What follows belongs to an exercise in optimizing a design on an open flow for small area, a short achievable clock period and few clock cycles per item; a production flow would make more cautious choices.
At most, simulation tests tie the RTL to the original design; equivalence was not proved.
The RTL of runs 5 and 6 was laid out without a check of its function.

**run.sh**
```bash
#!/bin/bash
# synth_recipe.tcl (not shown) runs the flow's synth.tcl, then flattens the netlist and writes it again
# the make line also repeats each setting of config.mk as NAME=value (left out here)
make -C /OpenROAD-flow-scripts/flow DESIGN_CONFIG=/design/flow/config.mk WORK_HOME=/design/flow/orfs CLKGATE_MAP_FILE= SYNTH_SCRIPT=/design/flow/synth_recipe.tcl finish
```
**config.mk**
```make
export PLATFORM = sky130hd
export DESIGN_NAME = exponential
export DESIGN_NICKNAME = exponential
export VERILOG_FILES = /design/flow/design.v
export SDC_FILE = /design/flow/constraint.sdc
export NUM_CORES = 4
export LEC_CHECK = 0
export CAP_MARGIN = 10
export CORE_MARGIN = 2
export CORE_UTILIZATION = 55
export SETUP_SLACK_MARGIN = 3.2
export SLEW_MARGIN = 10
```
**constraint.sdc**
```tcl
create_clock -name core_clock -period 9.0 [get_ports {clk}]
set_input_delay 1.8000 -clock core_clock [delete_from_list [all_inputs] [get_ports {clk}]]
set_output_delay 1.8000 -clock core_clock [all_outputs]
set_load 0.01 [all_outputs]
```
**design.v**
```verilog
module mul16hi(input [15:0] b, input [7:0] one, input [7:0] two, input [7:0] neg,
               input d8, output [15:0] hi);
  wire [16:0] pp0, pp1, pp2, pp3, pp4, pp5, pp6, pp7;
  wire [15:0] p8 = b & {16{d8}};
  wire [7:0] ng = neg, nn = ~neg;
  wire [17:0] be = {1'b0, b, 1'b0};
  assign pp0 = (({17{one[0]}} & {1'b0, b}) | ({17{two[0]}} & {b, 1'b0})) ^ {17{neg[0]}};
  assign pp1 = (({17{one[1]}} & {1'b0, b}) | ({17{two[1]}} & {b, 1'b0})) ^ {17{neg[1]}};
  assign pp2 = (({17{one[2]}} & {1'b0, b}) | ({17{two[2]}} & {b, 1'b0})) ^ {17{neg[2]}};
  assign pp3 = (({17{one[3]}} & {1'b0, b}) | ({17{two[3]}} & {b, 1'b0})) ^ {17{neg[3]}};
  assign pp4 = (({17{one[4]}} & {1'b0, b}) | ({17{two[4]}} & {b, 1'b0})) ^ {17{neg[4]}};
  assign pp5 = (({17{one[5]}} & {1'b0, b}) | ({17{two[5]}} & {b, 1'b0})) ^ {17{neg[5]}};
  assign pp6 = (({17{one[6]}} & {1'b0, b}) | ({17{two[6]}} & {b, 1'b0})) ^ {17{neg[6]}};
  assign pp7 = (({17{one[7]}} & {1'b0, b}) | ({17{two[7]}} & {b, 1'b0})) ^ {17{neg[7]}};
  wire n1, n2, n3, n4, n5, n6, n7, n8, n9, n10, n11, n12, n13, n14, n15, n16, n17, n18, n19, n20, n21, n22, n23, n24, n25, n26, n27, n28, n29, n30, n31, n32, n33, n34, n35, n36, n37, n38, n39, n40, n41, n42, n43, n44, n45, n46, n47, n48, n49, n50, n51, n52, n53, n54, n55, n56, n57, n58, n59, n60, n61, n62, n63, n64, n65, n66, n67, n68, n69, n70, n71, n72, n73, n74, n75, n76, n77, n78, n79, n80, n81, n82, n83, n84, n85, n86, n87, n88, n89, n90, n91, n92, n93, n94, n95, n96, n97, n98, n99, n100, n101, n102, n103, n104, n105, n106, n107, n108, n109, n110, n111, n112, n113, n114, n115, n116, n117, n118, n119, n120, n121, n122, n123, n124, n125, n126, n127, n128, n129, n130, n131, n132, n133, n134, n135, n136, n137, n138, n139, n140, n141, n142, n143, n144, n145, n146, n147, n148, n149, n150, n151, n152, n153, n154, n155, n156, n157, n158, n159, n160, n161, n162, n163, n164, n165, n166, n167, n168, n169, n170, n171, n172, n173, n174, n175, n176, n177, n178, n179, n180, n181, n182, n183, n184, n185, n186, n187, n188, n189, n190, n191, n192, n193, n194, n195, n196, n197, n198, n199, n200, n201, n202, n203, n204, n205, n206, n207, n208, n209, n210, n211, n212, n213, n214, n215, n216, n217, n218, n219, n220, n221, n222, n223, n224, n225, n226, n227, n228, n229, n230, n231, n232, n233, n234, n235, n236, n237, n238, n239, n240, n241, n242, n243, n244, n245, n246, n247, n248, n249, n250, n251, n252, n253, n254, n255, n256, n257, n258, n259, n260, n261, n262, n263, n264;
  assign n1 = pp0[10] ^ pp1[8];
  assign n2 = pp0[10] & pp1[8];
  assign n3 = pp0[11] ^ pp1[9];
  assign n4 = pp0[11] & pp1[9];
  assign n5 = (pp0[12] ^ pp1[10]) ^ pp2[8];
  assign n6 = (pp0[12] & pp1[10]) | ((pp0[12] ^ pp1[10]) & pp2[8]);
  assign n7 = pp3[6] ^ pp4[4];
  assign n8 = pp3[6] & pp4[4];
  assign n9 = (pp0[13] ^ pp1[11]) ^ pp2[9];
  assign n10 = (pp0[13] & pp1[11]) | ((pp0[13] ^ pp1[11]) & pp2[9]);
  assign n11 = pp3[7] ^ pp4[5];
  assign n12 = pp3[7] & pp4[5];
  assign n13 = (pp0[14] ^ pp1[12]) ^ pp2[10];
  assign n14 = (pp0[14] & pp1[12]) | ((pp0[14] ^ pp1[12]) & pp2[10]);
  assign n15 = (pp3[8] ^ pp4[6]) ^ pp5[4];
  assign n16 = (pp3[8] & pp4[6]) | ((pp3[8] ^ pp4[6]) & pp5[4]);
  assign n17 = pp6[2] ^ pp7[0];
  assign n18 = pp6[2] & pp7[0];
  assign n19 = (pp0[15] ^ pp1[13]) ^ pp2[11];
  assign n20 = (pp0[15] & pp1[13]) | ((pp0[15] ^ pp1[13]) & pp2[11]);
  assign n21 = (pp3[9] ^ pp4[7]) ^ pp5[5];
  assign n22 = (pp3[9] & pp4[7]) | ((pp3[9] ^ pp4[7]) & pp5[5]);
  assign n23 = pp6[3] ^ pp7[1];
  assign n24 = pp6[3] & pp7[1];
  assign n25 = (pp0[16] ^ pp1[14]) ^ pp2[12];
  assign n26 = (pp0[16] & pp1[14]) | ((pp0[16] ^ pp1[14]) & pp2[12]);
  assign n27 = (pp3[10] ^ pp4[8]) ^ pp5[6];
  assign n28 = (pp3[10] & pp4[8]) | ((pp3[10] ^ pp4[8]) & pp5[6]);
  assign n29 = (pp6[4] ^ pp7[2]) ^ p8[0];
  assign n30 = (pp6[4] & pp7[2]) | ((pp6[4] ^ pp7[2]) & p8[0]);
  assign n31 = (ng[0] ^ pp1[15]) ^ pp2[13];
  assign n32 = (ng[0] & pp1[15]) | ((ng[0] ^ pp1[15]) & pp2[13]);
  assign n33 = (pp3[11] ^ pp4[9]) ^ pp5[7];
  assign n34 = (pp3[11] & pp4[9]) | ((pp3[11] ^ pp4[9]) & pp5[7]);
  assign n35 = (pp6[5] ^ pp7[3]) ^ p8[1];
  assign n36 = (pp6[5] & pp7[3]) | ((pp6[5] ^ pp7[3]) & p8[1]);
  assign n37 = (ng[0] ^ pp1[16]) ^ pp2[14];
  assign n38 = (ng[0] & pp1[16]) | ((ng[0] ^ pp1[16]) & pp2[14]);
  assign n39 = (pp3[12] ^ pp4[10]) ^ pp5[8];
  assign n40 = (pp3[12] & pp4[10]) | ((pp3[12] ^ pp4[10]) & pp5[8]);
  assign n41 = (pp6[6] ^ pp7[4]) ^ p8[2];
  assign n42 = (pp6[6] & pp7[4]) | ((pp6[6] ^ pp7[4]) & p8[2]);
  assign n43 = (nn[0] ^ nn[1]) ^ pp2[15];
  assign n44 = (nn[0] & nn[1]) | ((nn[0] ^ nn[1]) & pp2[15]);
  assign n45 = (pp3[13] ^ pp4[11]) ^ pp5[9];
  assign n46 = (pp3[13] & pp4[11]) | ((pp3[13] ^ pp4[11]) & pp5[9]);
  assign n47 = (pp6[7] ^ pp7[5]) ^ p8[3];
  assign n48 = (pp6[7] & pp7[5]) | ((pp6[7] ^ pp7[5]) & p8[3]);
  assign n49 = (1'b1 ^ pp2[16]) ^ pp3[14];
  assign n50 = (1'b1 & pp2[16]) | ((1'b1 ^ pp2[16]) & pp3[14]);
  assign n51 = (pp4[12] ^ pp5[10]) ^ pp6[8];
  assign n52 = (pp4[12] & pp5[10]) | ((pp4[12] ^ pp5[10]) & pp6[8]);
  assign n53 = pp7[6] ^ p8[4];
  assign n54 = pp7[6] & p8[4];
  assign n55 = (nn[2] ^ pp3[15]) ^ pp4[13];
  assign n56 = (nn[2] & pp3[15]) | ((nn[2] ^ pp3[15]) & pp4[13]);
  assign n57 = (pp5[11] ^ pp6[9]) ^ pp7[7];
  assign n58 = (pp5[11] & pp6[9]) | ((pp5[11] ^ pp6[9]) & pp7[7]);
  assign n59 = (1'b1 ^ pp3[16]) ^ pp4[14];
  assign n60 = (1'b1 & pp3[16]) | ((1'b1 ^ pp3[16]) & pp4[14]);
  assign n61 = pp5[12] ^ pp6[10];
  assign n62 = pp5[12] & pp6[10];
  assign n63 = (nn[3] ^ pp4[15]) ^ pp5[13];
  assign n64 = (nn[3] & pp4[15]) | ((nn[3] ^ pp4[15]) & pp5[13]);
  assign n65 = 1'b1 ^ pp4[16];
  assign n66 = 1'b1 & pp4[16];
  assign n67 = pp0[6] ^ pp1[4];
  assign n68 = pp0[6] & pp1[4];
  assign n69 = pp0[7] ^ pp1[5];
  assign n70 = pp0[7] & pp1[5];
  assign n71 = (pp0[8] ^ pp1[6]) ^ pp2[4];
  assign n72 = (pp0[8] & pp1[6]) | ((pp0[8] ^ pp1[6]) & pp2[4]);
  assign n73 = pp3[2] ^ pp4[0];
  assign n74 = pp3[2] & pp4[0];
  assign n75 = (pp0[9] ^ pp1[7]) ^ pp2[5];
  assign n76 = (pp0[9] & pp1[7]) | ((pp0[9] ^ pp1[7]) & pp2[5]);
  assign n77 = pp3[3] ^ pp4[1];
  assign n78 = pp3[3] & pp4[1];
  assign n79 = (pp2[6] ^ pp3[4]) ^ pp4[2];
  assign n80 = (pp2[6] & pp3[4]) | ((pp2[6] ^ pp3[4]) & pp4[2]);
  assign n81 = (pp5[0] ^ ng[5]) ^ n1;
  assign n82 = (pp5[0] & ng[5]) | ((pp5[0] ^ ng[5]) & n1);
  assign n83 = (pp2[7] ^ pp3[5]) ^ pp4[3];
  assign n84 = (pp2[7] & pp3[5]) | ((pp2[7] ^ pp3[5]) & pp4[3]);
  assign n85 = (pp5[1] ^ n2) ^ n3;
  assign n86 = (pp5[1] & n2) | ((pp5[1] ^ n2) & n3);
  assign n87 = (pp5[2] ^ pp6[0]) ^ ng[6];
  assign n88 = (pp5[2] & pp6[0]) | ((pp5[2] ^ pp6[0]) & ng[6]);
  assign n89 = (n4 ^ n5) ^ n7;
  assign n90 = (n4 & n5) | ((n4 ^ n5) & n7);
  assign n91 = (pp5[3] ^ pp6[1]) ^ n6;
  assign n92 = (pp5[3] & pp6[1]) | ((pp5[3] ^ pp6[1]) & n6);
  assign n93 = (n8 ^ n9) ^ n11;
  assign n94 = (n8 & n9) | ((n8 ^ n9) & n11);
  assign n95 = (ng[7] ^ n10) ^ n12;
  assign n96 = (ng[7] & n10) | ((ng[7] ^ n10) & n12);
  assign n97 = (n13 ^ n15) ^ n17;
  assign n98 = (n13 & n15) | ((n13 ^ n15) & n17);
  assign n99 = (n14 ^ n16) ^ n18;
  assign n100 = (n14 & n16) | ((n14 ^ n16) & n18);
  assign n101 = (n19 ^ n21) ^ n23;
  assign n102 = (n19 & n21) | ((n19 ^ n21) & n23);
  assign n103 = (n20 ^ n22) ^ n24;
  assign n104 = (n20 & n22) | ((n20 ^ n22) & n24);
  assign n105 = (n25 ^ n27) ^ n29;
  assign n106 = (n25 & n27) | ((n25 ^ n27) & n29);
  assign n107 = (n26 ^ n28) ^ n30;
  assign n108 = (n26 & n28) | ((n26 ^ n28) & n30);
  assign n109 = (n31 ^ n33) ^ n35;
  assign n110 = (n31 & n33) | ((n31 ^ n33) & n35);
  assign n111 = (n32 ^ n34) ^ n36;
  assign n112 = (n32 & n34) | ((n32 ^ n34) & n36);
  assign n113 = (n37 ^ n39) ^ n41;
  assign n114 = (n37 & n39) | ((n37 ^ n39) & n41);
  assign n115 = (n38 ^ n40) ^ n42;
  assign n116 = (n38 & n40) | ((n38 ^ n40) & n42);
  assign n117 = (n43 ^ n45) ^ n47;
  assign n118 = (n43 & n45) | ((n43 ^ n45) & n47);
  assign n119 = (n44 ^ n46) ^ n48;
  assign n120 = (n44 & n46) | ((n44 ^ n46) & n48);
  assign n121 = (n49 ^ n51) ^ n53;
  assign n122 = (n49 & n51) | ((n49 ^ n51) & n53);
  assign n123 = (p8[5] ^ n50) ^ n52;
  assign n124 = (p8[5] & n50) | ((p8[5] ^ n50) & n52);
  assign n125 = (n54 ^ n55) ^ n57;
  assign n126 = (n54 & n55) | ((n54 ^ n55) & n57);
  assign n127 = (pp7[8] ^ p8[6]) ^ n56;
  assign n128 = (pp7[8] & p8[6]) | ((pp7[8] ^ p8[6]) & n56);
  assign n129 = (n58 ^ n59) ^ n61;
  assign n130 = (n58 & n59) | ((n58 ^ n59) & n61);
  assign n131 = (pp6[11] ^ pp7[9]) ^ p8[7];
  assign n132 = (pp6[11] & pp7[9]) | ((pp6[11] ^ pp7[9]) & p8[7]);
  assign n133 = (n60 ^ n62) ^ n63;
  assign n134 = (n60 & n62) | ((n60 ^ n62) & n63);
  assign n135 = (pp5[14] ^ pp6[12]) ^ pp7[10];
  assign n136 = (pp5[14] & pp6[12]) | ((pp5[14] ^ pp6[12]) & pp7[10]);
  assign n137 = (p8[8] ^ n64) ^ n65;
  assign n138 = (p8[8] & n64) | ((p8[8] ^ n64) & n65);
  assign n139 = (nn[4] ^ pp5[15]) ^ pp6[13];
  assign n140 = (nn[4] & pp5[15]) | ((nn[4] ^ pp5[15]) & pp6[13]);
  assign n141 = (pp7[11] ^ p8[9]) ^ n66;
  assign n142 = (pp7[11] & p8[9]) | ((pp7[11] ^ p8[9]) & n66);
  assign n143 = (1'b1 ^ pp5[16]) ^ pp6[14];
  assign n144 = (1'b1 & pp5[16]) | ((1'b1 ^ pp5[16]) & pp6[14]);
  assign n145 = pp7[12] ^ p8[10];
  assign n146 = pp7[12] & p8[10];
  assign n147 = (nn[5] ^ pp6[15]) ^ pp7[13];
  assign n148 = (nn[5] & pp6[15]) | ((nn[5] ^ pp6[15]) & pp7[13]);
  assign n149 = 1'b1 ^ pp6[16];
  assign n150 = 1'b1 & pp6[16];
  assign n151 = pp0[4] ^ pp1[2];
  assign n152 = pp0[4] & pp1[2];
  assign n153 = pp0[5] ^ pp1[3];
  assign n154 = pp0[5] & pp1[3];
  assign n155 = (pp2[2] ^ pp3[0]) ^ ng[3];
  assign n156 = (pp2[2] & pp3[0]) | ((pp2[2] ^ pp3[0]) & ng[3]);
  assign n157 = (pp2[3] ^ pp3[1]) ^ n68;
  assign n158 = (pp2[3] & pp3[1]) | ((pp2[3] ^ pp3[1]) & n68);
  assign n159 = (ng[4] ^ n70) ^ n71;
  assign n160 = (ng[4] & n70) | ((ng[4] ^ n70) & n71);
  assign n161 = (n72 ^ n74) ^ n75;
  assign n162 = (n72 & n74) | ((n72 ^ n74) & n75);
  assign n163 = (n76 ^ n78) ^ n79;
  assign n164 = (n76 & n78) | ((n76 ^ n78) & n79);
  assign n165 = (n80 ^ n82) ^ n83;
  assign n166 = (n80 & n82) | ((n80 ^ n82) & n83);
  assign n167 = (n84 ^ n86) ^ n87;
  assign n168 = (n84 & n86) | ((n84 ^ n86) & n87);
  assign n169 = (n88 ^ n90) ^ n91;
  assign n170 = (n88 & n90) | ((n88 ^ n90) & n91);
  assign n171 = (n92 ^ n94) ^ n95;
  assign n172 = (n92 & n94) | ((n92 ^ n94) & n95);
  assign n173 = (n96 ^ n98) ^ n99;
  assign n174 = (n96 & n98) | ((n96 ^ n98) & n99);
  assign n175 = (n100 ^ n102) ^ n103;
  assign n176 = (n100 & n102) | ((n100 ^ n102) & n103);
  assign n177 = (n104 ^ n106) ^ n107;
  assign n178 = (n104 & n106) | ((n104 ^ n106) & n107);
  assign n179 = (n108 ^ n110) ^ n111;
  assign n180 = (n108 & n110) | ((n108 ^ n110) & n111);
  assign n181 = (n112 ^ n114) ^ n115;
  assign n182 = (n112 & n114) | ((n112 ^ n114) & n115);
  assign n183 = (n116 ^ n118) ^ n119;
  assign n184 = (n116 & n118) | ((n116 ^ n118) & n119);
  assign n185 = (n120 ^ n122) ^ n123;
  assign n186 = (n120 & n122) | ((n120 ^ n122) & n123);
  assign n187 = (n124 ^ n126) ^ n127;
  assign n188 = (n124 & n126) | ((n124 ^ n126) & n127);
  assign n189 = (n128 ^ n130) ^ n131;
  assign n190 = (n128 & n130) | ((n128 ^ n130) & n131);
  assign n191 = (n132 ^ n134) ^ n135;
  assign n192 = (n132 & n134) | ((n132 ^ n134) & n135);
  assign n193 = (n136 ^ n138) ^ n139;
  assign n194 = (n136 & n138) | ((n136 ^ n138) & n139);
  assign n195 = (n140 ^ n142) ^ n143;
  assign n196 = (n140 & n142) | ((n140 ^ n142) & n143);
  assign n197 = (p8[11] ^ n144) ^ n146;
  assign n198 = (p8[11] & n144) | ((p8[11] ^ n144) & n146);
  assign n199 = (pp7[14] ^ p8[12]) ^ n148;
  assign n200 = (pp7[14] & p8[12]) | ((pp7[14] ^ p8[12]) & n148);
  assign n201 = (nn[6] ^ pp7[15]) ^ p8[13];
  assign n202 = (nn[6] & pp7[15]) | ((nn[6] ^ pp7[15]) & p8[13]);
  assign n203 = 1'b1 ^ pp7[16];
  assign n204 = 1'b1 & pp7[16];
  assign n205 = pp0[2] ^ pp1[0];
  assign n206 = pp0[2] & pp1[0];
  assign n207 = pp0[3] ^ pp1[1];
  assign n208 = pp0[3] & pp1[1];
  assign n209 = (pp2[0] ^ ng[2]) ^ n151;
  assign n210 = (pp2[0] & ng[2]) | ((pp2[0] ^ ng[2]) & n151);
  assign n211 = (pp2[1] ^ n152) ^ n153;
  assign n212 = (pp2[1] & n152) | ((pp2[1] ^ n152) & n153);
  assign n213 = (n67 ^ n154) ^ n155;
  assign n214 = (n67 & n154) | ((n67 ^ n154) & n155);
  assign n215 = (n69 ^ n156) ^ n157;
  assign n216 = (n69 & n156) | ((n69 ^ n156) & n157);
  assign n217 = (n73 ^ n158) ^ n159;
  assign n218 = (n73 & n158) | ((n73 ^ n158) & n159);
  assign n219 = (n77 ^ n160) ^ n161;
  assign n220 = (n77 & n160) | ((n77 ^ n160) & n161);
  assign n221 = (n81 ^ n162) ^ n163;
  assign n222 = (n81 & n162) | ((n81 ^ n162) & n163);
  assign n223 = (n85 ^ n164) ^ n165;
  assign n224 = (n85 & n164) | ((n85 ^ n164) & n165);
  assign n225 = (n89 ^ n166) ^ n167;
  assign n226 = (n89 & n166) | ((n89 ^ n166) & n167);
  assign n227 = (n93 ^ n168) ^ n169;
  assign n228 = (n93 & n168) | ((n93 ^ n168) & n169);
  assign n229 = (n97 ^ n170) ^ n171;
  assign n230 = (n97 & n170) | ((n97 ^ n170) & n171);
  assign n231 = (n101 ^ n172) ^ n173;
  assign n232 = (n101 & n172) | ((n101 ^ n172) & n173);
  assign n233 = (n105 ^ n174) ^ n175;
  assign n234 = (n105 & n174) | ((n105 ^ n174) & n175);
  assign n235 = (n109 ^ n176) ^ n177;
  assign n236 = (n109 & n176) | ((n109 ^ n176) & n177);
  assign n237 = (n113 ^ n178) ^ n179;
  assign n238 = (n113 & n178) | ((n113 ^ n178) & n179);
  assign n239 = (n117 ^ n180) ^ n181;
  assign n240 = (n117 & n180) | ((n117 ^ n180) & n181);
  assign n241 = (n121 ^ n182) ^ n183;
  assign n242 = (n121 & n182) | ((n121 ^ n182) & n183);
  assign n243 = (n125 ^ n184) ^ n185;
  assign n244 = (n125 & n184) | ((n125 ^ n184) & n185);
  assign n245 = (n129 ^ n186) ^ n187;
  assign n246 = (n129 & n186) | ((n129 ^ n186) & n187);
  assign n247 = (n133 ^ n188) ^ n189;
  assign n248 = (n133 & n188) | ((n133 ^ n188) & n189);
  assign n249 = (n137 ^ n190) ^ n191;
  assign n250 = (n137 & n190) | ((n137 ^ n190) & n191);
  assign n251 = (n141 ^ n192) ^ n193;
  assign n252 = (n141 & n192) | ((n141 ^ n192) & n193);
  assign n253 = (n145 ^ n194) ^ n195;
  assign n254 = (n145 & n194) | ((n145 ^ n194) & n195);
  assign n255 = (n147 ^ n196) ^ n197;
  assign n256 = (n147 & n196) | ((n147 ^ n196) & n197);
  assign n257 = (n149 ^ n198) ^ n199;
  assign n258 = (n149 & n198) | ((n149 ^ n198) & n199);
  assign n259 = (n150 ^ n200) ^ n201;
  assign n260 = (n150 & n200) | ((n150 ^ n200) & n201);
  assign n261 = (p8[14] ^ n202) ^ n203;
  assign n262 = (p8[14] & n202) | ((p8[14] ^ n202) & n203);
  assign n263 = (nn[7] ^ p8[15]) ^ n204;
  assign n264 = (nn[7] & p8[15]) | ((nn[7] ^ p8[15]) & n204);
  wire [31:0] ra = {n262, n260, n258, n256, n254, n252, n250, n248, n246, n244, n242, n240, n238, n236, n234, n232, n230, n228, n226, n224, n222, n220, n218, n216, n214, n212, n210, n208, n206, ng[1], pp0[1], pp0[0]};
  wire [31:0] rb = {n263, n261, n259, n257, n255, n253, n251, n249, n247, n245, n243, n241, n239, n237, n235, n233, n231, n229, n227, n225, n223, n221, n219, n217, n215, n213, n211, n209, n207, n205, 1'b0, ng[0]};
  wire [31:0] s = ra + rb;
  assign hi = s[31:16];
endmodule
module exponential(input clk, rst, start, input [15:0] x,
                   output done, output [1:0] intpart, output [15:0] fracpart);
  reg  [8:1]  s;           
  wire        idle = ~|s;
  reg  [15:0] u;
  reg  [17:0] r;
  reg  [7:0]  xone, xtwo, xneg;    
  reg         x15;
  always @(posedge clk or posedge rst)
    if (rst) s <= 8'b0;
    else     s <= {s[7:1], idle & start};
  assign done = idle;
  function ge(input [15:0] v, input [15:0] k);
    integer i;
    reg q;
    begin
      q = 1'b1;
      for (i = 0; i < 16; i = i + 1)
        q = k[i] ? (v[i] & q) : (v[i] | q);
      ge = q;
    end
  endfunction
  function [23:0] enc(input [15:0] v);
    integer i;
    reg [16:0] e;
    reg [7:0] o, t, n;
    begin
      e = {v, 1'b0};
      for (i = 0; i < 8; i = i + 1) begin
        o[i] = e[2*i+1] ^ e[2*i];
        t[i] = (e[2*i+2] & ~e[2*i+1] & ~e[2*i]) | (~e[2*i+2] & e[2*i+1] & e[2*i]);
        n[i] = e[2*i+2];
      end
      enc = {o, t, n};
    end
  endfunction
  wire [7:0] eone, etwo, eneg;
  assign {eone, etwo, eneg} = enc(x);
  wire [11:0] g;
  assign g[0] = ge(x, 16'd46904);
  assign g[1] = ge(x, 16'd51031);
  assign g[2] = ge(x, 16'd53627);
  assign g[3] = ge(x, 16'd55899);
  assign g[4] = ge(x, 16'd57544);
  assign g[5] = ge(x, 16'd58980);
  assign g[6] = ge(x, 16'd60309);
  assign g[7] = ge(x, 16'd61357);
  assign g[8] = ge(x, 16'd62481);
  assign g[9] = ge(x, 16'd63365);
  assign g[10] = ge(x, 16'd64192);
  assign g[11] = ge(x, 16'd64957);
  reg [17:0] r0g;
  always @* begin
    casez (g)
      12'b1???????????: r0g = 18'h0FFFF + 18'd13;
      12'b01??????????: r0g = 18'h0FFFF + 18'd12;
      12'b001?????????: r0g = 18'h0FFFF + 18'd11;
      12'b0001????????: r0g = 18'h0FFFF + 18'd10;
      12'b00001???????: r0g = 18'h0FFFF + 18'd8;
      12'b000001??????: r0g = 18'h0FFFF + 18'd7;
      12'b0000001?????: r0g = 18'h0FFFF + 18'd6;
      12'b00000001????: r0g = 18'h0FFFF + 18'd5;
      12'b000000001???: r0g = 18'h0FFFF + 18'd4;
      12'b0000000001??: r0g = 18'h0FFFF + 18'd3;
      12'b00000000001?: r0g = 18'h0FFFF + 18'd2;
      12'b000000000001: r0g = 18'h0FFFF + 18'd1;
      default:          r0g = 18'h0FFFF;
    endcase
  end
  wire [15:0] t0 = x - 16'd2;
  wire [17:0] r0 = |x[15:1] ? r0g : {17'b0, ~x[0]};
  localparam [23:0] E5 = enc(16'h5555), E3 = enc(16'h3333), E2 = enc(16'h2AAA);
  wire [7:0] one = xone, two = xtwo, neg = xneg;
  wire       d8  = x15;
  wire [15:0] b = u;
  wire [15:0] hi;
  mul16hi mul(.b(b), .one(one), .two(two), .neg(neg), .d8(d8), .hi(hi));
  wire [17:0] sum = r + {2'b0, b};
  wire nxt_idle = s[8] | (idle & ~start);
  always @(posedge clk) begin
    {xone, xtwo, xneg} <= s[2] ? E5 : s[5] ? E3 : s[7] ? E2 : nxt_idle ? 24'b0 : {eone, etwo, eneg};
    x15 <= nxt_idle | (~(s[2] | s[5] | s[7]) & x[15]);
    u <= (idle & start) ? t0 : s[1] ? {1'b0, hi[15:1]} : s[4] ? {2'b0, hi[15:2]} : hi;
    if (idle & start) r <= r0;
    else if (s[1] | s[2] | s[4] | s[5] | s[7]) r <= sum;
  end
  assign {intpart, fracpart} = sum;
endmodule
```
==> notes.md, run 1 <==
outcome no timing/DRC/antenna violations; maximum count of clock buffers along a single path 2; synthesis warning total 1; Core ar. 18100 sq um; cell with the biggest individual delay on the critical path fa_1; FFs w/ async S/R, synth 11.9%; flop and latch count out of synthesis 67; depth of the CTS H-tree 3; Gate Count Post-Synth 1184; number of endpoints failing setup at the final stage 0; overall fraction of global-route tracks in use 31.5%; class of the most critical setup path reg -> reg; largest fanout on the critical path 8; most repeated library cell on the critical path fa_1; post-route setup TNS 0 ns; Area growth, synth to finish 8.21%; total congestion overflow after global routing 0; number of synthesized flops with an enable pin 18; Iteration-0 DRC Markers 770; Netlist Area Pre-Place 10200 sq um; Avg Synthesized Cell Area 8.62 sq um; unrepaired setup endpoints after global routing false; Maximum Capacitance Violations 0; average vias per placed instance 6.20; ANT nets after route 0; number of library cell types mapped by synthesis 73; net count reported at finish 1346; vias in the first global route 8715; maximum number of pins on one net before global-route repair 36; category of the worst setup path launch point flip-flop; fraction of final layout cells with drive strength greater than 1 7.89%; number of I/O pins 38; source-to-sink clock delay at the later pin of the worst-skew pair 0.34 ns; biggest cell delay along the critical path 0.57 ns; class of the tightest hold or removal check reg -> reg; global placement routability congestion 0.876; required time reported for the critical path endpoint 9.20 ns; min Tclk post-route 5.57 ns; number of buffer cells added on primary ports 37; final hold violation count 0; routed len/inst 21.6 um; Pre-Repair DR Iteration Count 5; chip width 140 um; clk sink count 67; row count 49; CP endpoint kind flip-flop; most frequent cells in the layout 125 x inv_1, 123 x a22oi_1, 115 x xnor2_1; wirelength, routed 29800 um; cells along the critical path buf_4 -> clkinvlp_4 -> xnor2_1 -> fa_1 -> fa_1 -> fa_1 -> fa_1 -> inv_1 -> ha_1 -> and4_4 -> and2_1 -> a221o_1 -> a21oi_2 -> a21oi_2 -> a311oi_4 -> o21ai_1 -> xnor2_2 -> a2bb2oi_1 -> o21ai_0; final hold slack 0.380 ns; clock transition at the registers of the reported paths 0.07 ns; CP arrival 5.77 ns; number of antenna diodes 0; die outline height 140 um; initial cell density of the core 56.4%; post-detailed-route DRC marker count 0; depth of the most critical reg-to-reg path 19; clock tree from TritonCTS yes; max-slew violation count 0; Slew @ Worst Pin 0.836 ns; final HPWL from detailed placement 21300 um; final period utilization 61.8%; most common library cell in the layout ignoring fill and taps inv_1; Highest Clock Rate 0.180 GHz; clk root buf clkbuf_16; worst-case clock skew 0.0126 ns; Main synth FF type dfxtp_1; number of nets in the synthesized netlist 1382; global-route wire length before repair 48000 um; detailed-route via count 8570; overall die area 19700 sq um; initial antenna violation count 0; number of cells on the worst hold path 0; cts bufs inserted 9; worst slew margin relative to its limit 44.1%; sequential share of the synthesized area 15.3%
[critical path: cells and delay by family, from the launching register on]
kind            cells  cell delay, ns
fa+ha+maj           5            2.27
compound gates      7            1.50
buf+inv             3            0.53
xor+xnor            2            0.43
simple gates        2            0.38
flops               1            0.31
[per-layer routing]
layer	vias to the layer above	share of wire, %	track usage [%]
li1	3952	-	-
met1	4214	43	42.4
met2	330	47	51.4
met3	74	6.5	4.82
met4	0	3.6	11.6
met5	-	0	0
[cells in the mapped netlist, types with 8 or more instances]
cell type	count	area share, %
fa_1	105	21
clkbuf_1	97	3.6
nor2_1	46	1.7
dfrtp_1	8	2.0
and3_1	11	0.67
ha_1	74	9.1
and2_1	9	0.55
nand3_1	20	0.98
xor2_1	58	5.0
inv_1	126	4.6
edfxtp_1	18	5.3
dfxtp_1	41	8.0
a22oi_1	124	9.1
a21oi_1	49	2.4
nand2_1	100	3.7
o21ai_0	29	1.4
xnor2_1	116	10
nor3_1	20	0.98
[registers in the layout, summed over array words and instances (netlist names)]
name	cells
xone	8
u	16
xneg	8
s	8
x15	1
r	18
xtwo	8
[cells by family after synthesis]
kind of cell	synth area share [%]
flops	15.3
fa+ha+maj	29.7
mux	0.699
xor+xnor	15.1
compound gates	20.2
buf+inv	8.55
simple gates	10.5
[worst paths after layout]
kind | from | endpoint | slack (ns)
min in group asynchronous | rst | s[5] | 1.70
hold / removal | s[3] | s[4] | 0.38
hold reg to reg | s[3] | s[4] | 0.38
max in group asynchronous | rst | s[8] | 7.05
setup / recovery | xneg[6] | u[12] | 3.43
setup reg to reg | xneg[6] | u[12] | 3.43
[what timing repair did]
action / CTS / global route
resized for setup: 29 / 31
endpoints found under the hold margin: 0 / 0
hold buffers: 0 / 0
setup buffers: 1 / 0
endpoints found under the setup margin: 17 / 15
pin swaps: 0 / 2
[metrics by stage]
stage | util (%) | area (sq um) | std cells | setup slack [ns]
finish | 61.1 | 11000 | 1382 | 3.43
global route | 61.1 | 11000 | 1382 | 3.21
CTS | 60.6 | 11000 | 1382 | 3.20
detailed placement | 58.6 | 10600 | 1365 | 2.76
global placement | 58.6 | 10600 | 1365 | 2.88
floorplan | - | 10200 | 1184 | 3.30
[final cells by class]
cell class | instances | area [sq um]
fill | 1629 | 7040
tap | 229 | 287
multi-input combinational | 885 | 7800
sequential | 67 | 1650
clock inverter | 7 | 83.8
timing repair buffer | 54 | 497
inverter | 131 | 500
clock buffer | 9 | 225
Testbench counts, summed over its fixed seeds: cycles 72,000, items 8,000.
==> inputs of run 2 (changes only) <==
--- a/config.mk
+++ b/config.mk
@@ -10,3 +10,3 @@
 export CORE_UTILIZATION = 55
-export SETUP_SLACK_MARGIN = 3.2
+export SETUP_SLACK_MARGIN = 3.3
 export SLEW_MARGIN = 10
==> run 2 against run 1 <==
Still clean on timing, DRC and antenna. Critical path depth grew 1. Core utilization grew 1.0 points. Via count is essentially flat. Cell area grew 1.6%. Highest routed layer unchanged.
==> notes.md, run 2 <==
outcome no timing/DRC/antenna violations; cell types with the highest counts after synthesis 126 x inv_1, 124 x a22oi_1, 116 x xnor2_1, 105 x fa_1, 100 x nand2_1; post-route setup TNS 0 ns; worst-case clock skew 0.00792 ns; Core ar. 18100 sq um; Maximum Capacitance Violations 0; final HPWL from detailed placement 21200 um; most common library cell in the layout ignoring fill and taps inv_1; fraction of final layout cells with drive strength greater than 1 9.27%; final period utilization 60.4%; flop2flop setup slack 3.57 ns; detailed-route via count 8578; chip width 140 um; depth of the CTS H-tree 3; clk root buf clkbuf_16; synthesis warning total 1; clock tree from TritonCTS yes; Pre-Repair DR Iteration Count 5; share of the synthesized area in the top cell type 20.6%; flop and latch count out of synthesis 67; net count reported at finish 1358; number of nets in the synthesized netlist 1382; number of antenna diodes 0; registers with the most flip-flops r: 18 flops, u: 16 flops; global-route wire length before repair 48100 um; area of the multi-input gates 7830 sq um; flip-flop count of the largest register after layout 18; final hold slack 0.381 ns; Iteration-0 DRC Markers 925; source-to-sink clock delay at the later pin of the worst-skew pair 0.34 ns; max-slew violation count 0; row count 49; top cells by area, synth fa_1 21%, xnor2_1 10%, a22oi_1 9.1%; min Tclk post-route 5.43 ns; overall die area 19700 sq um; clk sink count 67; cts bufs inserted 9; number of endpoints failing setup at the final stage 0; maximum count of clock buffers along a single path 2; number of hold-repair buffers added at the cts stage 0; initial antenna violation count 0; number of I/O pins 38; largest fanout on the critical path 10; top cell type by total area after synthesis fa_1; filler cell count in the final layout 1612; sequential cell area in the final layout 1660 sq um; total congestion overflow after global routing 0; most frequent cells in the layout 125 x inv_1, 119 x a22oi_1, 114 x xnor2_1; required time reported for the critical path endpoint 9.19 ns; clock transition at the registers of the reported paths 0.06 ns; overall fraction of global-route tracks in use 31.2%; maximum number of pins on one net before global-route repair 36; die outline height 140 um; Main synth FF type dfxtp_1; wirelength, routed 29700 um; unrepaired setup endpoints after global routing false; ANT nets after route 0; Avg Synthesized Cell Area 8.62 sq um; final hold violation count 0; vias in the first global route 8646; class of the most critical setup path reg -> reg; routed len/inst 21.3 um; number of buffer cells added on primary ports 37; Slew @ Worst Pin 0.849 ns; CP endpoint kind flip-flop; Netlist Area Pre-Place 10200 sq um; largest reg by FF count r; initial cell density of the core 56.4%; number of synthesized flops with an enable pin 18; Highest Clock Rate 0.184 GHz; category of the worst setup path launch point flip-flop; post-detailed-route DRC marker count 0; Area growth, synth to finish 9.99%; average vias per placed instance 6.15; cell with the most instances after synthesis inv_1; CP arrival 5.62 ns; class of the tightest hold or removal check reg -> reg; number of library cell types mapped by synthesis 73; Gate Count Post-Synth 1184; worst slew margin relative to its limit 43.2%; FFs w/ async S/R, synth 11.9%; sequential share of the synthesized area 15.3%; global placement routability congestion 0.868
[run 2: cell counts after synthesis]
No cell type changed its count.
[run 2: final timing paths]
kind                            start     to  cells after the start
worst max-delay path             u[1]  u[13]                     20
worst min-delay path             s[3]   s[4]                      0
worst max register to register   u[1]  u[13]                     20
worst min register to register   s[3]   s[4]                      0
max in group asynchronous         rst   s[4]                      2
min in group asynchronous         rst   s[5]                      2
[run 2: kinds of logic after synthesis]
logic type / after synthesis / share of synthesized area, %
AO/OA/AOI/OAI: 289 / 20.2
AND/OR/NAND/NOR: 235 / 10.5
buffers and inverters: 232 / 8.55
adder cells (fa/ha/maj): 179 / 29.7
XOR/XNOR: 175 / 15.1
flip-flops: 67 / 15.3
multiplexers: 7 / 0.699
[run 2: timing repair]
action | CTS | global route
setup endpoints to repair | 18 | 16
endpoints found under the hold margin | 0 | 0
resized for setup | 35 | 48
setup buffers | 2 | 10
pin swaps | 1 | 10
[run 2: final cells by class]
type / count / share of cell area (%)
timing repair buffer: 66 / 5.47
inverter: 131 / 4.48
tap: 229 / 2.55
multi-input combinational: 885 / 69.8
clock inverter: 6 / 0.658
clock buffer: 10 / 2.23
sequential: 67 / 14.8
[run 2: metrics by stage]
stage               util [%]  std cells  worst slack, ns  instance area [sq um]
floorplan                  -       1184             3.32                  10200
global placement        58.7       1366             2.91                  10600
detailed placement      58.7       1366             2.81                  10600
CTS                     60.8       1384             3.36                  11000
global route            62.1       1394             3.30                  11200
finish                  62.1       1394             3.57                  11200
[run 2: metal layers]
metal	track usage, %	wire, um	vias up
met5	0	0	-
met4	10.8	726	0
met3	3.66	1790	56
met2	51.0	14500	331
met1	43.2	12800	4215
li1	-	-	3976
[run 2: worst max-delay path, stage by stage (launching register included)]
cell      delay (ns)
dfxtp_4         0.43
buf_4           0.24
a22oi_1         0.11
xnor2_1         0.21
fa_1            0.49
fa_1            0.40
fa_1            0.48
fa_1            0.49
inv_1           0.04
ha_1            0.35
and4_4          0.18
and2_1          0.17
a221o_1         0.32
a21oi_2         0.17
a21oi_2         0.12
a311oi_4        0.38
buf_4           0.18
o221ai_2        0.10
xnor2_2         0.16
o22ai_1         0.20
a211oi_2        0.05
==> inputs of run 3 (changes only) <==
--- a/config.mk
+++ b/config.mk
@@ -9,3 +9,3 @@
 export CORE_MARGIN = 2
-export CORE_UTILIZATION = 55
+export CORE_UTILIZATION = 65
 export SETUP_SLACK_MARGIN = 3.3
==> run 3 against run 2 <==
First-iteration DRC count fell by 7.2%. Sequential share of layout area grew 0.22 points. Core utilization rose by 11 points.
==> notes.md, run 3 <==
outcome no timing/DRC/antenna violations; initial cell density of the core 66.9%; most frequent cells in the layout 125 x inv_1, 123 x a22oi_1, 114 x xnor2_1; top cells by area, synth fa_1 21%, xnor2_1 10%, a22oi_1 9.1%; routed len/inst 20.9 um; number of buffer cells added on primary ports 37; initial antenna violation count 0; Area growth, synth to finish 8.94%; flop and latch count out of synthesis 67; source-to-sink clock delay at the later pin of the worst-skew pair 0.34 ns; largest fanout on the critical path 16; synthesis warning total 1; depth of the CTS H-tree 3; number of synthesized flops with an enable pin 18; post-detailed-route DRC marker count 0; global placement routability congestion 0.933; Post-Route Utilization 72.9%; ANT nets after route 0; number of hold-repair buffers added at the cts stage 0; overall fraction of global-route tracks in use 36.0%; flop2flop setup slack 3.48 ns; die outline height 129 um; final hold violation count 0; Maximum Capacitance Violations 0; top cell type by total area after synthesis fa_1; setup slack of the critical path after layout 3.48 ns; number of library cell types mapped by synthesis 73; vias in the first global route 8641; cell types with the highest counts after synthesis 126 x inv_1, 124 x a22oi_1, 116 x xnor2_1, 105 x fa_1, 100 x nand2_1; clock tree from TritonCTS yes; class of the most critical setup path reg -> reg; Iteration-0 DRC Markers 858; number of endpoints failing setup at the final stage 0; required time reported for the critical path endpoint 9.25 ns; chip width 129 um; clk root buf clkbuf_16; launch point of the worst hold path s[3]; Avg Synthesized Cell Area 8.62 sq um; Highest Clock Rate 0.181 GHz; final period utilization 61.3%; worst-case clock skew 0.0128 ns; row count 45; global-route wire length before repair 46200 um; Gate Count Post-Synth 1184; class of the tightest hold or removal check reg -> reg; clock transition at the registers of the reported paths 0.06 ns; Pre-Repair DR Iteration Count 6; Slew @ Worst Pin 0.802 ns; number of nets in the synthesized netlist 1382; filler cell count in the final layout 1221; cell with the most instances after synthesis inv_1; registers with the most flip-flops r: 18 flops, u: 16 flops; sequential share of the synthesized area 15.3%; flip-flop count of the largest register after layout 18; maximum count of clock buffers along a single path 2; final HPWL from detailed placement 20500 um; overall die area 16700 sq um; number of I/O pins 38; Netlist Area Pre-Place 10200 sq um; fraction of final layout cells with drive strength greater than 1 8.87%; FFs w/ async S/R, synth 11.9%; largest reg by FF count r; clk sink count 67; min Tclk post-route 5.52 ns; wirelength, routed 28700 um; share of the synthesized area in the top cell type 20.6%; category of the worst setup path launch point flip-flop; total congestion overflow after global routing 0; CP arrival 5.77 ns; post-placement setup slack 2.84 ns; startpoint of the worst register-to-register path xone[7]; Main synth FF type dfxtp_1; origin of the worst setup path xone[7]; unrepaired setup endpoints after global routing true; max-slew violation count 0; post-route setup TNS 0 ns; detailed-route via count 8723; Core ar. 15300 sq um; number of antenna diodes 0; most common library cell in the layout ignoring fill and taps inv_1; average vias per placed instance 6.36; maximum number of pins on one net before global-route repair 36; net count reported at finish 1354; worst slew margin relative to its limit 46.4%; CP endpoint kind flip-flop; cts bufs inserted 9
## run 3: per-layer routing
layer  part of all wire, %  GRT usage, %
met3                   9.6          7.51
met2                    47          57.5
met1                    41          49.0
met5                     0             0
met4                   2.8          12.1
## run 3: path summary, 6_finish.rpt
path	end	cells after the start
max	u[13]	19
min	s[4]	0
max reg2reg	u[13]	19
min reg2reg	s[4]	0
max in group asynchronous	s[2]	2
min in group asynchronous	s[1]	2
## run 3: what timing repair did
| item | CTS | global route |
|---|---|---|
| resized for setup | 42 | 39 |
| pin swaps | 1 | 9 |
| endpoints found under the setup margin | 19 | 15 |
| setup buffers | 2 | 10 |
## run 3: critical path: stages, from the launching register on
cell and delay (ns):
dfxtp_2 0.53, a22oi_1 0.21, xnor2_2 0.18, fa_1 0.43
fa_1 0.58, fa_1 0.43, fa_1 0.49, inv_1 0.04
ha_1 0.34, and4_4 0.21, and2_1 0.17, a221o_1 0.35
a21oi_4 0.18, a21oi_4 0.10, a311oi_4 0.39, buf_4 0.18
o221ai_2 0.11, xnor2_2 0.22, o22ai_1 0.14, a211oi_2 0.15
## run 3: cell type report
cell class | count | area (sq um) | area share, %
tap | 211 | 264 | 2.37
timing repair buffer | 62 | 564 | 5.08
multi-input combinational | 885 | 7820 | 70.3
sequential | 67 | 1670 | 15.0
inverter | 131 | 505 | 4.55
clock inverter | 3 | 40.0 | 0.360
clock buffer | 13 | 250 | 2.25
## run 3: cell families after synthesis
kind of cell / synth area share, %
AO/OA/AOI/OAI: 20.2
adder cells (fa/ha/maj): 29.7
XOR/XNOR: 15.1
AND/OR/NAND/NOR: 10.5
multiplexers: 0.699
buffers and inverters: 8.55
flip-flops: 15.3
## run 3: stage by stage
| step | std cells | hold WS [ns] | area (sq um) |
|---|---|---|---|
| finish | 1372 | 0.381 | 11100 |
| global route | 1372 | 0.384 | 11100 |
| CTS | 1362 | 0.382 | 10900 |
| detailed placement | 1344 | 0.373 | 10600 |
| global placement | 1344 | 0.369 | 10600 |
| floorplan | 1184 | 0.352 | 10200 |
==> inputs of run 4 (changes only) <==
--- a/config.mk
+++ b/config.mk
@@ -7,6 +7,6 @@
 export LEC_CHECK = 0
-export CAP_MARGIN = 10
+export CAP_MARGIN = 20
 export CORE_MARGIN = 2
-export CORE_UTILIZATION = 65
-export SETUP_SLACK_MARGIN = 3.3
-export SLEW_MARGIN = 10
+export CORE_UTILIZATION = 55
+export SETUP_SLACK_MARGIN = 3.4
+export SLEW_MARGIN = 20
==> run 4 against run 3 <==
Non-clock buffer count rose by 42. Critical endpoint is now u[12]. Clock skew down 0.00063 ns. Critical path type unchanged. Still clean on timing, DRC and antenna. Routed wire length grew 7.6%.
==> notes.md, run 4 <==
synthesis warning total 1; number of I/O pins 38; FFs w/ async S/R, synth 11.9%; number of buffer cells added on primary ports 37; Core ar. 18100 sq um; fraction of final layout cells with drive strength greater than 1 13.3%; Area growth, synth to finish 14.5%; number of nets in the synthesized netlist 1382; initial cell density of the core 56.4%; outcome no timing/DRC/antenna violations; number of cells on the worst hold path 0; clock tree from TritonCTS yes; max-slew violation count 0; registers with the most flip-flops r: 18 flops, u: 16 flops; depth of the CTS H-tree 3; worst slew margin relative to its limit 44.1%; Iteration-0 DRC Markers 753; class of the tightest hold or removal check reg -> reg; most frequent cells in the layout 125 x inv_1, 115 x a22oi_1, 109 x xnor2_1; net count reported at finish 1396; row count 49; share of the synthesized area in the top cell type 20.6%; overall die area 19700 sq um; number of synthesized flops with an enable pin 18; depth of the most critical reg-to-reg path 19; unrepaired setup endpoints after global routing true; total congestion overflow after global routing 0; filler cell count in the final layout 1573; cell types with the highest counts after synthesis 126 x inv_1, 124 x a22oi_1, 116 x xnor2_1, 105 x fa_1, 100 x nand2_1; source-to-sink clock delay at the later pin of the worst-skew pair 0.34 ns; post-route setup TNS 0 ns; sequential share of the synthesized area 15.3%; die outline height 140 um; Pre-Repair DR Iteration Count 5; most common library cell in the layout ignoring fill and taps inv_1; clk root buf clkbuf_16; flop2flop setup slack 3.53 ns; overall fraction of global-route tracks in use 31.8%; category of the worst setup path launch point flip-flop; number of antenna diodes 0; CP endpoint kind flip-flop; number of library cell types mapped by synthesis 73; average vias per placed instance 6.17; Critical R2R Capture u[12]; global placement routability congestion 0.857; Netlist Area Pre-Place 10200 sq um; post-detailed-route DRC marker count 0; post-placement setup slack 2.79 ns; required time reported for the critical path endpoint 9.20 ns; maximum number of pins on one net before global-route repair 36; startpoint of the worst register-to-register path u[2]; launch point of the worst hold path s[3]; cell with the most instances after synthesis inv_1; flip-flop count of the largest register after layout 18; class of the most critical setup path reg -> reg; top cell type by total area after synthesis fa_1; ANT nets after route 0; Min-Delay Endpoint s[4]; flop and latch count out of synthesis 67; maximum count of clock buffers along a single path 2; Gate Count Post-Synth 1184; Avg Synthesized Cell Area 8.62 sq um; routed len/inst 21.6 um; detailed-route via count 8840; largest reg by FF count r; initial antenna violation count 0; chip width 140 um; Slew @ Worst Pin 0.836 ns; Main synth FF type dfxtp_1; final hold violation count 0; final HPWL from detailed placement 21600 um; vias in the first global route 8742; clk sink count 67; top cells by area, synth fa_1 21%, xnor2_1 10%, a22oi_1 9.1%; final period utilization 60.8%; setup slack of the critical path after layout 3.53 ns; number of endpoints failing setup at the final stage 0; min Tclk post-route 5.47 ns; worst-case clock skew 0.0121 ns; wirelength, routed 30900 um; cts bufs inserted 9; CP arrival 5.67 ns; Maximum Capacitance Violations 0; global-route wire length before repair 48700 um; number of hold-repair buffers added at the cts stage 0; Highest Clock Rate 0.183 GHz; largest fanout on the critical path 18; clock transition at the registers of the reported paths 0.07 ns
## run 4: layer usage
metal	vias to the layer above	track usage, %	wire [um]
li1	4060	-	-
met1	4364	42.9	13300
met2	352	52.9	14700
met3	64	3.90	1930
met4	0	11.2	899
met5	-	0	0
## run 4: what timing repair did
action / CTS / global route
gates resized for setup: 49 / 62
gates cloned: 0 / 0
buffers inserted: 3 / 48
setup endpoints to repair: 21 / 17
pin swaps: 1 / 17
## run 4: stage by stage
| step | utilization [%] | hold WS [ns] | cells | area [sq um] |
|---|---|---|---|---|
| after global placement | 58.6 | 0.357 | 1365 | 10600 |
| final | 64.6 | 0.380 | 1432 | 11700 |
| after global routing | 64.6 | 0.383 | 1432 | 11700 |
| after CTS | 60.9 | 0.380 | 1384 | 11000 |
| after detailed placement | 58.6 | 0.366 | 1365 | 10600 |
| after floorplan | - | 0.352 | 1184 | 10200 |
## run 4: kinds of logic after synthesis
logic type               Yosys count  synth area share, %
AO/OA/AOI/OAI                    289                 20.2
AND/OR/NAND/NOR                  235                 10.5
buffers and inverters            232                 8.55
adder cells (fa/ha/maj)          179                 29.7
XOR/XNOR                         175                 15.1
flip-flops                        67                 15.3
multiplexers                       7                0.699
## run 4: how the worst max path moves through the flow
stage | start | end | slack, ns | depth (start not counted)
5_1_grt | u[15] | u[11] | 3.37 | 21
3_5_place_dp | xneg[4] | u[12] | 2.79 | 18
3_3_place_gp | xneg[4] | u[12] | 2.90 | 18
2_1_floorplan | xneg[6] | u[11] | 3.41 | 19
4_1_cts | xone[6] | u[11] | 3.40 | 17
6_report | u[2] | u[12] | 3.53 | 19
## run 4: layout make-up
cell class              instances  area, sq um  share of cell area, %
multi-input cells             885         7920                   67.8
well taps                     229          287                   2.45
inverters                     131          503                   4.30
clock buffers                   9          225                   1.93
clock inverters                 7         81.3                  0.696
repair buffers                104         1000                   8.57
flip-flops and latches         67         1670                   14.3
## run 4: critical path: stages (launching register included)
cell,delay (ns)
dfxtp_1,0.34
buf_8,0.20
a22oi_1,0.12
xnor2_1,0.25
fa_2,0.49
fa_1,0.40
fa_1,0.50
fa_1,0.49
inv_1,0.04
ha_1,0.34
and4_4,0.18
and2_1,0.19
a221o_1,0.34
a21oi_2,0.21
a21oi_4,0.11
a311oi_4,0.40
o21ai_1,0.18
xnor2_2,0.26
a2bb2oi_1,0.19
o21ai_0,0.09
==> inputs of run 5 (changes only) <==
--- a/design.v
+++ b/design.v
@@ -286,4 +286,11 @@
                    output done, output [1:0] intpart, output [15:0] fracpart);
-  reg  [8:1]  s;           
-  wire        idle = ~|s;
+  reg  [3:0]  n;           
+  wire        idle = (n == 4'd0);
+  wire [8:1]  s;           
+  genvar j;
+  generate
+    for (j = 1; j <= 8; j = j + 1) begin : dec
+      assign s[j] = (n == j);
+    end
+  endgenerate
   reg  [15:0] u;
@@ -293,4 +300,5 @@
   always @(posedge clk or posedge rst)
-    if (rst) s <= 8'b0;
-    else     s <= {s[7:1], idle & start};
+    if (rst)            n <= 4'd0;
+    else if (s[8])      n <= 4'd0;
+    else if (~idle | start) n <= n + 4'd1;
   assign done = idle;
--- a/config.mk
+++ b/config.mk
@@ -9,4 +9,4 @@
 export CORE_MARGIN = 2
-export CORE_UTILIZATION = 55
-export SETUP_SLACK_MARGIN = 3.4
+export CORE_UTILIZATION = 60
+export SETUP_SLACK_MARGIN = 3.2
 export SLEW_MARGIN = 20
==> run 5 against run 4 <==
Register-to-register slack got worse by 0.16 ns. Via count increased by 4.0%. Cell area decreased by 2.9%. Still clean. Flip-flop and latch count down 4. Worst setup slack got worse by 0.16 ns. Synthesized cell count rose by 5.7%. Sequential share of layout area fell by 1.0 points. Area after synthesis up 2.9%.
==> notes.md, run 5 <==
outcome no timing/DRC/antenna violations; initial cell density of the core 61.2%; overall die area 18600 sq um; summed area of non-filler cells in the final layout 11300 sq um; clk root buf clkbuf_16; most common library cell in the layout ignoring fill and taps a22oi_1; top cells by area, synth fa_1 20%, xnor2_1 9.8%, ha_1 9.3%; FFs w/ async S/R, synth 6.35%; Post-Route Utilization 66.0%; ANT nets after route 0; post-placement setup slack 2.77 ns; Core ar. 17200 sq um; Area growth, synth to finish 7.98%; number of synthesized flops with an enable pin 18; Netlist Area Pre-Place 10500 sq um; number of buffer cells added on primary ports 37; fraction of final layout cells with drive strength greater than 1 7.28%; Iteration-0 DRC Markers 890; wirelength, routed 30900 um; clock transition at the registers of the reported paths 0.06 ns; cts bufs inserted 9; registers with the most flip-flops r: 18 flops, u: 16 flops; class of the tightest hold or removal check reg -> reg; depth of the CTS H-tree 3; Post-Synth Simple-Gate Area 11.7%; CP endpoint kind flip-flop; final hold violation count 0; number of library cell types mapped by synthesis 68; Slew @ Worst Pin 0.971 ns; cell types with the highest counts after synthesis 122 x a22oi_1, 120 x inv_1, 118 x xnor2_1, 112 x nand2_1, 105 x fa_1; number of endpoints failing setup at the final stage 0; CP arrival 5.87 ns; largest reg by FF count r; most frequent cells in the layout 120 x a22oi_1, 119 x inv_1, 118 x xnor2_1; number of nets in the synthesized netlist 1453; cells along the critical path buf_12 -> a22oi_1 -> xor2_1 -> fa_1 -> fa_1 -> fa_1 -> fa_1 -> inv_1 -> ha_1 -> a21o_1 -> a31o_2 -> a311oi_1 -> o211ai_1 -> buf_4 -> a221o_2 -> or4_1 -> and3_1 -> a22oi_1; final HPWL from detailed placement 22700 um; worst-case clock skew 0.00885 ns; category of the worst setup path launch point flip-flop; global-route wire length before repair 49800 um; top cell type by total area after synthesis fa_1; die outline height 136 um; biggest cell delay along the critical path 0.56 ns; class of the most critical setup path reg -> reg; overall fraction of global-route tracks in use 34.9%; unrepaired setup endpoints after global routing false; maximum count of clock buffers along a single path 2; number of antenna diodes 0; source-to-sink clock delay at the later pin of the worst-skew pair 0.34 ns; Avg Synthesized Cell Area 8.40 sq um; largest family of logic cells by synthesized area adder cells; flop and latch count out of synthesis 63; number of hold-repair buffers added at the cts stage 0; setup slack of the critical path after layout 3.38 ns; share of the synthesized area in the top cell type 20.0%; sequential share of the synthesized area 13.9%; cell with the most instances after synthesis a22oi_1; worst slew margin relative to its limit 35.1%; share of the synthesized area in compound gates (AO/OA/AOI/OAI) 21.3%; multiplexer share of the synthesized area 0.703%; total cell area at the placement stage 10900 sq um; most repeated library cell on the critical path fa_1; category of cells accounting for the largest share of critical-path delay adder cells; largest fanout on the critical path 17; Highest Clock Rate 0.178 GHz; vias in the first global route 8916; post-route setup TNS 0 ns; clk sink count 63; clock tree from TritonCTS yes; Crit path buffers/inverters 3; post-detailed-route DRC marker count 0; final period utilization 62.5%; row count 48; number of I/O pins 38; share of synthesized cell area in full adder, half adder and majority cells 29.3%; total congestion overflow after global routing 0; detailed-route via count 9193; synthesis warning total 1; Main synth FF type dfxtp_1; Gate Count Post-Synth 1251; max-slew violation count 0; average vias per placed instance 6.35; required time reported for the critical path endpoint 9.25 ns; global placement routability congestion 0.969; routed len/inst 21.3 um; initial antenna violation count 0; net count reported at finish 1420; Maximum Capacitance Violations 0; chip width 136 um; flip-flop count of the largest register after layout 18; xor and xnor fraction of the mapped netlist area 14.8%; Pre-Repair DR Iteration Count 6; maximum number of pins on one net before global-route repair 37; min Tclk post-route 5.62 ns; cell with the biggest individual delay on the critical path fa_1
==> run 5: worst reg2reg max path, delay by kind of cell, from the launching register on <==
kind,cells,cell delay (ns)
xor gates and xnor gates,1,0.19
DFF,1,0.45
adders and majority gates,5,2.34
buffers and inverters,3,0.43
and+or+nand+nor,2,0.62
AOI/OAI and AO/OA,7,1.52
==> run 5: cell families after synthesis <==
group / after synthesis
compound gates: 323
buf+inv: 227
fa+ha+maj: 183
xor+xnor: 178
mux: 7
simple gates: 270
flops: 63
==> run 5: timing repair <==
item | in CTS | in global routing
pin swaps | 0 | 5
endpoints found under the setup margin | 16 | 19
setup buffers | 3 | 4
hold endpoints to repair | 0 | 0
cloned | 0 | 0
resized for setup | 17 | 35
==> run 5: cell type report <==
cell class                 instances  area [sq um]
timing repair buffer              60           567
fill                            1480          5830
clock inverter                     5          28.8
tap                              225           282
inverter                         123           470
sequential                        63          1510
clock buffer                      11           264
multi-input combinational        961          8220
==> run 5: per-layer routing <==
metal	GRT usage [%]	vias up	part of all wire (%)	wire, um
met2	53.6	490	45	13800
met5	0	-	0	0
met4	10.5	0	2.4	732
li1	-	4223	-	-
met3	7.27	62	9.6	2950
met1	49.6	4418	43	13400
==> run 5: metrics by stage <==
step	cells	hold WS (ns)
6_report	1448	0.567
5_1_grt	1448	0.642
4_1_cts	1444	0.571
3_5_place_dp	1425	0.561
3_3_place_gp	1425	0.561
2_1_floorplan	1251	0.520
==> run 5: final timing paths <==
check | from | end | slack, ns | depth (start not counted)
max | u[12] | u[13] | 3.38 | 18
min | n[3] | n[3] | 0.57 | 1
max reg2reg | u[12] | u[13] | 3.38 | 18
max in group asynchronous | rst | n[0] | 7.22 | 2
min in group asynchronous | rst | n[2] | 1.64 | 2
min reg2reg | n[3] | n[3] | 0.57 | 1
==> inputs of run 6 (changes only) <==
--- a/design.v
+++ b/design.v
@@ -281,4 +281,35 @@
   wire [31:0] rb = {n263, n261, n259, n257, n255, n253, n251, n249, n247, n245, n243, n241, n239, n237, n235, n233, n231, n229, n227, n225, n223, n221, n219, n217, n215, n213, n211, n209, n207, n205, 1'b0, ng[0]};
-  wire [31:0] s = ra + rb;
-  assign hi = s[31:16];
+  wire [15:0] gl = ra[15:0] & rb[15:0], pl = ra[15:0] | rb[15:0];
+  wire cg1 = gl[1] | (pl[1] & gl[0]);
+  wire cp1 = pl[1] & pl[0];
+  wire cg2 = gl[3] | (pl[3] & gl[2]);
+  wire cp2 = pl[3] & pl[2];
+  wire cg3 = gl[5] | (pl[5] & gl[4]);
+  wire cp3 = pl[5] & pl[4];
+  wire cg4 = gl[7] | (pl[7] & gl[6]);
+  wire cp4 = pl[7] & pl[6];
+  wire cg5 = gl[9] | (pl[9] & gl[8]);
+  wire cp5 = pl[9] & pl[8];
+  wire cg6 = gl[11] | (pl[11] & gl[10]);
+  wire cp6 = pl[11] & pl[10];
+  wire cg7 = gl[13] | (pl[13] & gl[12]);
+  wire cp7 = pl[13] & pl[12];
+  wire cg8 = gl[15] | (pl[15] & gl[14]);
+  wire cp8 = pl[15] & pl[14];
+  wire cg9 = cg2 | (cp2 & cg1);
+  wire cp9 = cp2 & cp1;
+  wire cg10 = cg4 | (cp4 & cg3);
+  wire cp10 = cp4 & cp3;
+  wire cg11 = cg6 | (cp6 & cg5);
+  wire cp11 = cp6 & cp5;
+  wire cg12 = cg8 | (cp8 & cg7);
+  wire cp12 = cp8 & cp7;
+  wire cg13 = cg10 | (cp10 & cg9);
+  wire cp13 = cp10 & cp9;
+  wire cg14 = cg12 | (cp12 & cg11);
+  wire cp14 = cp12 & cp11;
+  wire cg15 = cg14 | (cp14 & cg13);
+  wire cp15 = cp14 & cp13;
+  wire c16 = cg15;
+  assign hi = ra[31:16] + rb[31:16] + {15'b0, c16};
 endmodule
@@ -286,11 +317,4 @@
                    output done, output [1:0] intpart, output [15:0] fracpart);
-  reg  [3:0]  n;           
-  wire        idle = (n == 4'd0);
-  wire [8:1]  s;           
-  genvar j;
-  generate
-    for (j = 1; j <= 8; j = j + 1) begin : dec
-      assign s[j] = (n == j);
-    end
-  endgenerate
+  reg  [8:1]  s;           
+  wire        idle = ~|s;
   reg  [15:0] u;
@@ -300,5 +324,4 @@
   always @(posedge clk or posedge rst)
-    if (rst)            n <= 4'd0;
-    else if (s[8])      n <= 4'd0;
-    else if (~idle | start) n <= n + 4'd1;
+    if (rst) s <= 8'b0;
+    else     s <= {s[7:1], idle & start};
   assign done = idle;
==> run 6 against run 5 <==
Still clean. Core utilization grew 2.2 points. Flip-flop and latch count grew 4. Worst hold slack lost 0.19 ns. Worst setup slack lost 0.037 ns. First-iteration DRC count grew 1.9%. Clock skew grew 0.0030 ns. Critical path depth grew 5. Global-route usage shrank 0.35 points. Non-clock buffer count grew 32. Routed wire length grew 0.67%. Critical endpoint is now u[10].
==> notes.md, run 6 <==
max-slew violation count 0; global-route wire length before repair 49000 um; overall fraction of global-route tracks in use 34.6%; depth of the most critical reg-to-reg path 23; overall die area 18500 sq um; number of I/O pins 38; CP arrival 5.93 ns; worst-case clock skew 0.0118 ns; source-to-sink clock delay at the later pin of the worst-skew pair 0.35 ns; clk root buf clkbuf_16; number of endpoints failing setup at the final stage 0; cell types with the highest counts after synthesis 131 x inv_1, 119 x a22oi_1, 114 x xnor2_1, 107 x fa_1, 106 x nand2_1; Iteration-0 DRC Markers 907; synthesis warning total 1; cells along the critical path buf_12 -> a22oi_2 -> xor2_1 -> fa_1 -> fa_1 -> inv_1 -> fa_1 -> a31oi_1 -> nor2_1 -> a31o_2 -> o31a_1 -> o21ai_1 -> a21oi_1 -> o221ai_2 -> fa_2 -> fa_2 -> nor2b_4 -> o31a_1 -> o41a_4 -> nor4b_4 -> a221oi_2 -> mux2_4 -> a221oi_2; number of cells on the worst hold path 0; class of the tightest hold or removal check reg -> reg; die outline height 136 um; post-detailed-route DRC marker count 0; routed len/inst 21.3 um; Critical R2R Capture u[10]; number of buffer cells added on primary ports 37; largest fanout on the critical path 10; Min-Delay Endpoint s[7]; cell with the biggest individual delay on the critical path fa_1; biggest cell delay along the critical path 0.49 ns; global placement routability congestion 1.00; final hold violation count 0; unrepaired setup endpoints after global routing false; final period utilization 62.9%; depth of the CTS H-tree 3; FFs w/ async S/R, synth 11.9%; number of nets in the synthesized netlist 1425; Slew @ Worst Pin 0.915 ns; Maximum Capacitance Violations 0; total cell area at the placement stage 10900 sq um; flop2flop setup slack 3.34 ns; Pre-Repair DR Iteration Count 5; fraction of final layout cells with drive strength greater than 1 10.9%; vias in the first global route 8990; final hold slack 0.381 ns; worst slew margin relative to its limit 38.9%; filler cell count in the final layout 1500; Main synth FF type dfxtp_1; Avg Synthesized Cell Area 8.45 sq um; Area growth, synth to finish 11.9%; top cells by area, synth fa_1 20%, xnor2_1 9.5%, a22oi_1 8.5%; wirelength, routed 31100 um; final HPWL from detailed placement 21600 um; ANT nets after route 0; most frequent cells in the layout 131 x inv_1, 114 x xnor2_1, 109 x a22oi_1; clock transition at the registers of the reported paths 0.07 ns; Gate Count Post-Synth 1240; Core ar. 17200 sq um; sequential share of the synthesized area 14.9%; clock tree from TritonCTS yes; class of the most critical setup path reg -> reg; most repeated library cell on the critical path fa_1; detailed-route via count 9220; CP endpoint kind flip-flop; post-route setup TNS 0 ns; outcome no timing/DRC/antenna violations; required time reported for the critical path endpoint 9.27 ns; total congestion overflow after global routing 0; number of library cell types mapped by synthesis 78; flip-flop count of the largest register after layout 18; number of antenna diodes 0; average vias per placed instance 6.30; share of the synthesized area in the top cell type 20.5%
## run 6: metrics by stage
stage	utilization, %	instances	setup WS, ns
after global placement	63.4	1417	2.52
final	68.2	1463	3.34
after global routing	68.2	1463	3.14
after CTS	65.4	1433	3.23
after floorplan	-	1240	3.22
after detailed placement	63.4	1417	2.41
## run 6: cells by family (layout without fill, tap and decap cells)
group | Yosys count | after routing | synth area share, %
AOI/OAI and AO/OA | 327 | 327 | 21.8
and+or+nand+nor | 248 | 248 | 11.2
buffers and inverters | 248 | 246 | 9.01
muxes | 11 | 11 | 1.06
xor gates and xnor gates | 172 | 172 | 14.4
adders and majority gates | 167 | 167 | 27.6
DFF | 67 | 67 | 14.9
## run 6: worst max-delay path by stage
stage	startpoint	to	slack, ns	cells past startpoint
5_1_grt	u[5]	u[10]	3.14	22
6_report	u[5]	u[10]	3.34	23
3_3_place_gp	xneg[4]	u[12]	2.52	22
2_1_floorplan	xneg[0]	u[12]	3.22	24
3_5_place_dp	xneg[4]	u[12]	2.41	22
4_1_cts	xone[6]	u[10]	3.23	20
## run 6: critical path: cells and delay by family, from the launching register on
family,cells,cell delay (ns)
adders and majority gates,5,1.96
muxes,1,0.29
AOI/OAI and AO/OA,11,2.23
xor gates and xnor gates,1,0.25
and+or+nand+nor,3,0.35
DFF,1,0.33
buffers and inverters,2,0.19
## run 6: timing repair
action                                  CTS  global route
endpoints found under the hold margin     0             0
pin swaps                                 2            10
endpoints found under the setup margin   16            13
gates resized for setup                  29            68
setup buffers                             0            30
## run 6: final cells by class
| cell class | count | area [sq um] | share of cell area [%] |
|---|---|---|---|
| well taps | 225 | 282 | 2.40 |
| flip-flops and latches | 67 | 1620 | 13.9 |
| clock inverters | 7 | 57.6 | 0.491 |
| multi-input cells | 925 | 8090 | 69.0 |
| inverters | 138 | 526 | 4.49 |
| repair buffers | 92 | 917 | 7.83 |
| clock buffers | 9 | 225 | 1.92 |
## run 6: layer usage
metal	vias up	GRT usage (%)	routed length, um
met5	-	0	0
met2	435	54.3	14500
met1	4488	47.3	13200
met4	0	13.7	846
met3	68	6.41	2510
li1	4229	-	-

## separate check: timing with driven ports
No port has a modelled driver above. Below, the same layouts with a new extraction and two added sets of constraints. Step 1 sets driving cells, clkbuf_16 on the clock port and buf_2 on the other inputs (assumed; they add their load-dependent delay and slew). Step 2 moves the port delays by t, midway between the first and last clock arrival at a register: inputs arrive t later, outputs are due t later. That takes back most of the time a late clock gives input paths. Three values: ideal, step 1, step 2; two values: the first two.
| run | t, ns | setup slack, ns | worst setup path after step 2 | slew at the worst register clock pin (ns) | cell pins on the clock port's net |
|---|---|---|---|---|---|
| run 1 | 0.379 | 3.435 / 3.435 / 3.435 | register to register | 0.07 / 0.07 | 1 |
| run 2 | 0.373 | 3.567 / 3.549 / 3.567 | register to register | 0.07 / 0.07 | 1 |
| run 3 | 0.373 | 3.480 / 3.480 / 3.480 | register to register | 0.06 / 0.06 | 1 |
| run 4 | 0.380 | 3.532 / 3.532 / 3.532 | register to register | 0.07 / 0.07 | 1 |
| run 5 | 0.373 | 3.376 / 3.376 / 3.376 | register to register | 0.06 / 0.06 | 1 |
| run 6 | 0.383 | 3.339 / 3.339 / 3.339 | register to register | 0.07 / 0.07 | 1 |
After both steps setup and hold are still met in every run listed.
